This design comes from an exercise in tuning for small area and a short achievable clock period on the open sky130 flow, not from production work. The RTL was checked by simulation tests, not by an equivalence proof against the original design. The clock input has no modelled driver; a real chip could not lean on it and would need a root buffer or a full tree. Power is estimated from default activity; no workload was simulated.

==> flow/design.v (excerpt) <==
module mini_cnn (
    input         clk,
    input         reset,
    input  [7:0]  pxl_in,
    input  [7:0]  k00, k01, k02,
    input  [7:0]  k10, k11, k12,
    input  [7:0]  k20, k21, k22,
    input  [15:0] w0, w1, w2, w3,
    input  [15:0] bias,
    output [15:0] pool_out,
    output [15:0] fc_out,
    output reg    out_valid
);
    reg [4:0] ph;       
    reg       full;     
    always @(posedge clk or posedge reset) begin
        if (reset) begin
            ph <= 5'd24;
            full <= 1'b0;
            out_valid <= 1'b0;
        end else begin
            ph <= (ph == 5'd24) ? 5'd0 : ph + 5'd1;
            if (ph == 5'd23) full <= 1'b1;
            out_valid <= full & ((ph == 5'd0) | (ph == 5'd12));
        end
    end
    reg [5:0] tsel;    
    reg [2:0] bsel;    
    always @(*) begin
        case (ph)
            5'd0: begin tsel = 6'b010000; bsel = 3'b010; end
            5'd1: begin tsel = 6'b010000; bsel = 3'b100; end
            5'd2: begin tsel = 6'b010000; bsel = 3'b001; end
            5'd3: begin tsel = 6'b010000; bsel = 3'b010; end
            5'd4: begin tsel = 6'b010000; bsel = 3'b100; end
            5'd5: begin tsel = 6'b100000; bsel = 3'b001; end
            5'd6: begin tsel = 6'b100000; bsel = 3'b010; end
            5'd7: begin tsel = 6'b100000; bsel = 3'b100; end
            5'd8: begin tsel = 6'b000000; bsel = 3'b000; end
            5'd9: begin tsel = 6'b000001; bsel = 3'b001; end
            5'd10: begin tsel = 6'b000001; bsel = 3'b010; end
            5'd11: begin tsel = 6'b000001; bsel = 3'b100; end
            5'd12: begin tsel = 6'b000010; bsel = 3'b001; end
            5'd13: begin tsel = 6'b000010; bsel = 3'b010; end
            5'd14: begin tsel = 6'b000010; bsel = 3'b100; end
            5'd15: begin tsel = 6'b000100; bsel = 3'b001; end
  ...
Size: about 18000 um2 of cells after synthesis.
Settings: LEC_CHECK=0, CAP_MARGIN=50, CORE_MARGIN=2, CORE_UTILIZATION=80, CTS_BUF_LIST=sky130_fd_sc_hd__clkbuf_8 sky130_fd_sc_hd__clkbuf_16, CTS_CLUSTER_DIAMETER=60, CTS_CLUSTER_SIZE=30, SLEW_MARGIN=70, SYNTH_HIERARCHICAL=1, SYNTH_MINIMUM_KEEP_SIZE=0; clock period 13.0 ns.
standard.sh (not shown) runs the stock make flow with config.mk's settings and CLKGATE_MAP_FILE= SYNTH_SCRIPT=/design/flow/synth_recipe.tcl, a recipe that flattens the netlist after the stock synthesis.
==> flow/flow/run.sh <==
#!/bin/bash
# The standard ORFS layout with these changes:
#  - port buffers are the smallest buffer (buf_1),
#  - clock tree synthesis with clkbuf_8 buffers, clusters of at most 16 sinks,
#    and without dummy loads,
#  - after clock tree synthesis the tree's root buffer is removed, so the clock
#    port drives the tree's first-level buffers directly (flow/noroot.tcl), and
#    if there are two of them, each is split in two, so that the port drives
#    four buffers, each driving the nearer half of the leaf buffers; these
#    first-level buffers are then clkbuf_16 (flow/split.tcl),
#  - the multiplier operand flops get drive strength 2 (flow/upsize.tcl),
#  - the output port buffers get drive strength 2 (flow/outbuf.tcl).
# Each tool's output goes to its own log here.
set -uo pipefail
bash standard.sh synth > synth.log 2>&1 || exit 1
CTS="-sink_clustering_enable -repair_clock_nets -sink_clustering_size 16 -sink_clustering_max_diameter 50"
CTS="$CTS -buf_list {sky130_fd_sc_hd__clkbuf_8} -dont_use_dummy_load"
bash standard.sh "BUFFER_PORTS_ARGS=-buffer_cell sky130_fd_sc_hd__buf_1" \
  "CTS_ARGS=$CTS" "POST_CTS_TCL=$PWD/flow/post_cts.tcl" finish > layout.log 2>&1 || exit 1
==> flow/flow/post_cts.tcl <==
# Run after clock tree synthesis (ORFS POST_CTS_TCL hook).
set here [file dirname [info script]]
source $here/noroot.tcl
source $here/split.tcl
source $here/upsize.tcl
source $here/outbuf.tcl
==> flow/flow/upsize.tcl <==
set n 0
foreach c [get_cells -quiet {pa* ka*}] {
  if {[get_property [get_lib_cells -of_objects $c] name] eq "sky130_fd_sc_hd__dfxtp_1"} {
    replace_cell $c sky130_fd_sc_hd__dfxtp_2
    incr n
  }
}
puts "upsize: $n stage-A flops to dfxtp_2"
if {$n > 0} {
  detailed_placement
  estimate_parasitics -placement
}
Other scripts of this flow, unchanged in this note and not shown: flow/flow/noroot.tcl, flow/flow/outbuf.tcl, flow/flow/split.tcl
Next try:
--- a/flow/flow/run.sh
+++ b/flow/flow/run.sh
@@ -10,9 +10,10 @@
 #    first-level buffers are then clkbuf_16 (flow/split.tcl),
 #  - the multiplier operand flops get drive strength 2 (flow/upsize.tcl),
-#  - the output port buffers get drive strength 2 (flow/outbuf.tcl).
+#  - the output port buffers get drive strength 2 (flow/outbuf.tcl),
+#  - the fast adders' majority gates are maj3_1 (flow/downsize.tcl).
 # Each tool's output goes to its own log here.
 set -uo pipefail
 bash standard.sh synth > synth.log 2>&1 || exit 1
-CTS="-sink_clustering_enable -repair_clock_nets -sink_clustering_size 16 -sink_clustering_max_diameter 50"
+CTS="-sink_clustering_enable -repair_clock_nets -sink_clustering_size 16 -sink_clustering_max_diameter 60"
 CTS="$CTS -buf_list {sky130_fd_sc_hd__clkbuf_8} -dont_use_dummy_load"
 bash standard.sh "BUFFER_PORTS_ARGS=-buffer_cell sky130_fd_sc_hd__buf_1" \
==> flow/flow/downsize.tcl (new file) <==
# The fast adders' majority gates were modelled (gen/gen.py) as maj3_1; synthesis
# maps the one-gate module to maj3_2. Use maj3_1.
set n 0
foreach c [get_cells -quiet -hierarchical *] {
  if {[get_property [get_lib_cells -of_objects $c] name] eq "sky130_fd_sc_hd__maj3_2"} {
    replace_cell $c sky130_fd_sc_hd__maj3_1
    incr n
  }
}
puts "downsize: $n maj3_2 to maj3_1"
if {$n > 0} { detailed_placement; estimate_parasitics -placement }
--- a/flow/flow/post_cts.tcl
+++ b/flow/flow/post_cts.tcl
@@ -5,2 +5,3 @@
 source $here/upsize.tcl
 source $here/outbuf.tcl
+source $here/downsize.tcl
==> flow/flow/upsize.tcl (replaced) <==
set n 0
foreach c [get_cells -quiet {pa* ka* dsh* wd* grp_first*}] {
  if {[get_property [get_lib_cells -of_objects $c] name] eq "sky130_fd_sc_hd__dfxtp_1"} {
    replace_cell $c sky130_fd_sc_hd__dfxtp_2
    incr n
  }
}
puts "upsize: $n flops to dfxtp_2"
if {$n > 0} {
  detailed_placement
  estimate_parasitics -placement
}
- CORE_UTILIZATION: 80 -> 65
What happened: The new run died in 4_1_cts. Area after synthesis is unchanged. Synthesized cell count is unchanged.
Next try:
--- a/flow/flow/run.sh
+++ b/flow/flow/run.sh
@@ -10,10 +10,9 @@
 #    first-level buffers are then clkbuf_16 (flow/split.tcl),
 #  - the multiplier operand flops get drive strength 2 (flow/upsize.tcl),
-#  - the output port buffers get drive strength 2 (flow/outbuf.tcl),
-#  - the fast adders' majority gates are maj3_1 (flow/downsize.tcl).
+#  - the output port buffers get drive strength 2 (flow/outbuf.tcl).
 # Each tool's output goes to its own log here.
 set -uo pipefail
 bash standard.sh synth > synth.log 2>&1 || exit 1
-CTS="-sink_clustering_enable -repair_clock_nets -sink_clustering_size 16 -sink_clustering_max_diameter 60"
+CTS="-sink_clustering_enable -repair_clock_nets -sink_clustering_size 16 -sink_clustering_max_diameter 50"
 CTS="$CTS -buf_list {sky130_fd_sc_hd__clkbuf_8} -dont_use_dummy_load"
 bash standard.sh "BUFFER_PORTS_ARGS=-buffer_cell sky130_fd_sc_hd__buf_1" \
--- a/flow/flow/post_cts.tcl
+++ b/flow/flow/post_cts.tcl
@@ -5,3 +5,2 @@
 source $here/upsize.tcl
 source $here/outbuf.tcl
-source $here/downsize.tcl
removed: flow/flow/downsize.tcl
What happened: The changed run produced a clean layout; synthesized cell count is unchanged; area after synthesis does not change.
Next try:
==> flow/flow/upsize.tcl (replaced) <==
set n 0
foreach c [get_cells -quiet {pa* ka*}] {
  if {[get_property [get_lib_cells -of_objects $c] name] eq "sky130_fd_sc_hd__dfxtp_1"} {
    replace_cell $c sky130_fd_sc_hd__dfxtp_2
    incr n
  }
}
puts "upsize: $n stage-A flops to dfxtp_2"
if {$n > 0} {
  detailed_placement
  estimate_parasitics -placement
}
Outcome: Sequential power hardly moves. Total power is about the same. Worst hold slack gets better by 9.2 ps. Cell area stays flat. Synthesized cell count is unchanged. Wire length stays flat. Via count drops by 0.33%. Global-route usage hardly moves. Worst setup slack hardly moves. Register-to-register slack gets worse by 40 ps. Sequential share of layout area stays flat.

-- static timing again, ports no longer ideal --
Ports are ideal in the flow. The routed layouts listed here were re-timed in OpenROAD.
Step 1 assumes that a clkbuf_16 drives the clock port and a buf_2 every other input.
Step 2 also shifts input and output timing later by t, the mid clock arrival at the registers, as if the neighbouring blocks saw the same clock.
Three values: no drivers, after step 1, after step 2; two values: the first two.
run | t (ns) | setup WS [ns] | worst setup path at the end | worst register clock-pin slew, ns | pins driven straight from the clock port
the first run | 0.412 | 9.370 / 9.263 / 9.330 | input to register | 0.10 / 0.10 | 4
the third run | 0.407 | 9.457 / 9.352 / 9.409 | input to register | 0.10 / 0.10 | 4
the fourth run | 0.407 | 9.456 / 9.351 / 9.403 | input to register | 0.10 / 0.10 | 4
After both steps setup and hold are still met in every run listed. The setup slack of the fourth run, which loses most, moves by -0.105 ns with the drivers and by -0.053 ns with both steps.
